From an optimization exercise on the open Yosys and OpenROAD flow, aimed at a short achievable clock period and few clock cycles; shortcuts taken in it are not production practice.
In this exercise RTL edits were held to simulation tests only and were not proved equivalent to the original.
The flow treats the clock pin as an ideal source. Dropping or thinning the clock tree relies on that and would not hold on a real chip.
Power is estimated from default activity; no workload was simulated.

job 5097:
==> flow/design.v (excerpt) <==
module TopLevel(
  input        CLK,
  input        reset,
  input        start,
  output       halt,
  output [7:0] mem_addr,
  output       mem_re,
  output       mem_we,
  output [7:0] mem_wdata,
  input  [7:0] mem_rdata
);
clock: 10.0 ns
lec_check: 0
abc_clock_period_in_ps: 2000
cap_margin: 40
core_margin: 2
core_utilization: 25
setup_slack_margin: 5
slew_margin: 40
synth_memory_max_bits: 16384
standard.sh (not shown) runs the stock make flow with config.mk's settings and CLKGATE_MAP_FILE= SYNTH_SCRIPT=/design/flow/synth_recipe.tcl, a recipe that flattens the netlist after the stock synthesis.
==> flow/flow/run.sh <==
#!/bin/bash
# Standard ORFS layout (the standard.sh) with three changes to how it is
# made; the clock period and I/O constraints are unchanged:
#  - timing repair aims at a 7.6 ns setup margin instead of stopping at the
#    10 ns constraint, and may resize cells across footprints;
#  - port buffers are sky130_fd_sc_hd__buf_4;
#  - at the end of the CTS step, flow/cts_tree.tcl replaces the clock tree
#    with a balanced one-level tree (the clock port feeds 4 clkbuf_16, each
#    driving a quarter of the flip-flops), and sets each output port's
#    flip-flop and buffer to dfxtp_2 + buf_6 with the buffer next to the
#    flip-flop, kept from resizing until global routing is done
#    (flow/grt_post.tcl frees them).
# make's output goes to make_finish.log; each ORFS step keeps its own log
# under orfs/logs.
set -euo pipefail
export MAN_CTS_NBUF=4 MAN_CTS_NLEAF=0
bash standard.sh \
  SETUP_SLACK_MARGIN=7.6 \
  MATCH_CELL_FOOTPRINT=0 \
  "BUFFER_PORTS_ARGS=-buffer_cell sky130_fd_sc_hd__buf_4" \
  POST_CTS_TCL=$PWD/flow/cts_tree.tcl \
  POST_GLOBAL_ROUTE_TCL=$PWD/flow/grt_post.tcl \
  finish > make_finish.log 2>&1
==> flow/flow/cts_tree.tcl <==
# POST_CTS hook: replace the clock tree that clock_tree_synthesis built with a
# balanced two-level tree of clkbuf_16 (or, with NLEAF 0, a one-level tree of
# NBUF buffers). The flip-flops are split into NLEAF
# equal groups by location (by x, then by y, in turn), each driven by a leaf
# buffer at its centre; the leaves are split the same way among NBUF first
# level buffers, which the clock port drives. Timing is then repaired as the
# CTS step does.
set nbuf 4
set nleaf 12
if {[info exists ::env(MAN_CTS_NBUF)]} { set nbuf $::env(MAN_CTS_NBUF) }
if {[info exists ::env(MAN_CTS_NLEAF)]} { set nleaf $::env(MAN_CTS_NLEAF) }
set ::block [ord::get_db_block]
set ::db [ord::get_db]
set block $::block
set db $::db
set clk_net [[[$block findBTerm CLK] getNet] getName]
set root [$block findNet $clk_net]

# walk the tree from the port: buffers to remove, and the sink pins
set ::bufs {}
set ::sinks {}
proc walk {net} {
  global bufs sinks
  foreach it [$net getITerms] {
    if {[$it isOutputSignal]} { continue }
    set inst [$it getInst]
    set m [[$inst getMaster] getName]
    if {[string match "sky130_fd_sc_hd__clkbuf_*" $m] || [string match "sky130_fd_sc_hd__buf_*" $m] || [string match "sky130_fd_sc_hd__clkinv*" $m]} {
      lappend bufs $inst
      foreach o [$inst getITerms] {
        if {[$o isOutputSignal] && [$o getNet] ne "NULL"} {
          # an inverter may only be an unloaded dummy load
          if {[string match "sky130_fd_sc_hd__clkinv*" $m] && [llength [[$o getNet] getITerms]] > 1} {
            error "inverter in clock tree"
          }
          walk [$o getNet]
        }
      }
    } else {
      lappend sinks $it
    }
  }
}
walk $root
puts "man_cts: [llength $::bufs] clock buffers removed, [llength $::sinks] sinks"

# remove the buffers and their output nets
foreach inst $::bufs {
  foreach o [$inst getITerms] {
    if {[$o isOutputSignal] && [$o getNet] ne "NULL"} {
      set n [$o getNet]
      foreach it [$n getITerms] { $it disconnect }
      odb::dbNet_destroy $n
    }
  }
  odb::dbInst_destroy $inst
}

# split the sinks into nbuf equal groups by location
proc center {it} {
  set b [[$it getInst] getBBox]
  return [list [expr {([$b xMin] + [$b xMax]) / 2}] [expr {([$b yMin] + [$b yMax]) / 2}]]
}
set pts {}
foreach it $::sinks { lappend pts [concat [center $it] [list $it]] }
proc split_groups {pts n axis} {
  if {$n <= 1} { return [list $pts] }
  set s [lsort -integer -index $axis $pts]
  set h [expr {[llength $s] * ($n / 2) / $n}]
  set a [lrange $s 0 [expr {$h - 1}]]
  set b [lrange $s $h end]
  set na [expr {$n / 2}]
  set nb [expr {$n - $na}]
  return [concat [split_groups $a $na [expr {1 - $axis}]] [split_groups $b $nb [expr {1 - $axis}]]]
}
set groups [split_groups $pts $nbuf 0]

set ctscell sky130_fd_sc_hd__clkbuf_16
if {[info exists ::env(MAN_CTS_CELL)]} { set ctscell $::env(MAN_CTS_CELL) }
set ::master [$db findMaster $ctscell]
proc add_buf {name cx cy in_net} {
  global block master
  set inst [odb::dbInst_create $block $master $name]
  $inst setLocation [expr {$cx - [$master getWidth] / 2}] [expr {$cy - [$master getHeight] / 2}]
  $inst setPlacementStatus PLACED
  [$inst findITerm A] connect $in_net
  set net [odb::dbNet_create $block "${name}_net"]
  $net setSigType CLOCK
  [$inst findITerm X] connect $net
  return $net
}
proc centroid {g} {
  set sx 0; set sy 0
  foreach p $g { incr sx [lindex $p 0]; incr sy [lindex $p 1] }
  return [list [expr {$sx / [llength $g]}] [expr {$sy / [llength $g]}]]
}
if {$nleaf == 0} {
  # one level: the clock port drives nbuf buffers, each driving its group
  set i 0
  foreach g [split_groups $pts $nbuf 0] {
    set c [centroid $g]
    set net [add_buf "clkbuf_man_$i" [lindex $c 0] [lindex $c 1] $root]
    foreach p $g { [lindex $p 2] connect $net }
    puts "man_cts: clkbuf_man_$i at ($c) drives [llength $g] sinks"
    incr i
  }
  set tops {}
} else {
# leaf groups of flip-flops, then the leaves split among the first level
set leaves [split_groups $pts $nleaf 0]
set lpts {}
set j 0
foreach g $leaves { lappend lpts [concat [centroid $g] [list $j]]; incr j }
set tops [split_groups $lpts $nbuf 0]
set i 0
foreach t $tops {
  set c [centroid $t]
  set tnet [add_buf "clkbuf_man_$i" [lindex $c 0] [lindex $c 1] $root]
  puts "man_cts: clkbuf_man_$i at ($c) drives [llength $t] leaf buffers"
  foreach lp $t {
    set j [lindex $lp 2]
    set g [lindex $leaves $j]
    set lnet [add_buf "clkbuf_man_${i}_$j" [lindex $lp 0] [lindex $lp 1] $tnet]
    foreach p $g { [lindex $p 2] connect $lnet }
    puts "man_cts: clkbuf_man_${i}_$j drives [llength $g] sinks"
  }
  incr i
}
}

# output port buffers: move each next to the flip-flop that drives it, so
# that the flip-flop drives a short wire and the buffer the long one to the
# pin (detailed placement below makes the placement legal again)
if {![info exists ::env(MAN_OUTBUF_MOVE)] || $::env(MAN_OUTBUF_MOVE)} {
  foreach bt [$block getBTerms] {
    if {[$bt getIoType] ne "OUTPUT"} { continue }
    set onet [$bt getNet]
    set buf ""
    foreach it [$onet getITerms] { if {[$it isOutputSignal]} { set buf [$it getInst] } }
    if {$buf eq ""} { continue }
    set ff ""
    foreach a [$buf getITerms] {
      if {![$a isInputSignal] || [$a getNet] eq "NULL"} { continue }
      foreach it [[$a getNet] getITerms] { if {[$it isOutputSignal]} { set ff [$it getInst] } }
    }
    if {$ff eq "" || ![string match "*dfxtp*" [[$ff getMaster] getName]]} { continue }
    # a light flip-flop drives the short wire fastest: fix the pair as
    # dfxtp_2 + buf_6 so that later repair does not upsize them
    if {[string match "sky130_fd_sc_hd__dfxtp_*" [[$ff getMaster] getName]]} {
      $ff swapMaster [$db findMaster sky130_fd_sc_hd__dfxtp_2]
    }
    $buf swapMaster [$db findMaster sky130_fd_sc_hd__buf_6]
    set fb [$ff getBBox]
    $buf setLocation [$fb xMax] [$fb yMin]
    $ff setDoNotTouch 1
    $buf setDoNotTouch 1
    puts "man_cts: output buffer [$buf getName] moved next to [$ff getName]"
  }
}

detailed_placement
check_placement -verbose
estimate_parasitics -placement
report_clock_min_period
report_worst_slack -max
repair_timing_helper
detailed_placement
check_placement -verbose
estimate_parasitics -placement
report_worst_slack -max
report_worst_slack -min
Other scripts of this flow, unchanged in this note and not shown: flow/flow/grt_post.tcl
Job 5097 was carried through to the last stage, and its layout satisfied the timing, design-rule and antenna checks.
Testbench counts of job 5097, summed over its fixed seeds: cycles 5,056.
> inputs changed (job 5097 -> job 1971)
--- a/flow/flow/run.sh
+++ b/flow/flow/run.sh
@@ -8 +8 @@
-#    with a balanced one-level tree (the clock port feeds 4 clkbuf_16, each
+#    with a balanced one-level tree (the clock port feeds 4 buf_16, each
@@ -16 +16 @@
-export MAN_CTS_NBUF=4 MAN_CTS_NLEAF=0
+export MAN_CTS_NBUF=4 MAN_CTS_NLEAF=0 MAN_CTS_CELL=sky130_fd_sc_hd__buf_16
Results
The via count in job 1971 sits about 1.5% above the value recorded for job 5097. | share of cell area taken by flip-flops and latches | job 1971 vs job 5097 | ≈ equal |. Setup total negative slack came out exactly the same in job 5097 and job 1971. Re total detailed-routing wirelength: job 5097 was lower than job 1971. Worst hold slack delta (job 5097 -> job 1971): insignificant. Delta (job 1971 minus job 5097): initial core utilization neither gained nor lost much; power picked up an extra about 1.1%; area of all placed cells without fillers picked up an extra 0.42%.
No run of this note takes its clock network from TritonCTS; it comes from the design's own scripts or RTL.

==> what the ideal ports hide <==
No port has a modelled driver above. Below, the same layouts with a new extraction and two added sets of constraints. Step 1, drivers: a clkbuf_16 drives CLK and a buf_2 each remaining input, both assumed. Step 2 moves the port delays by t, midway between the first and last clock arrival at a register: inputs arrive t later, outputs are due t later. That takes back most of the time a late clock gives input paths. a / b / c = no drivers / after step 1 / after step 2; a / b = the first two.
| run | t (ns) | setup slack, ns | worst slew at a driven data input, ns |
|---|---|---|---|
| job 5097 | 0.249 | 7.384 / 7.293 / 7.271 | 0.06 |
| job 1971 | 0.248 | 7.408 / 7.292 / 7.256 | 0.06 |
After both steps every run listed still meets setup and hold. The setup slack of job 1971, which loses most, moves by -0.116 ns with the drivers and by -0.152 ns with both steps.
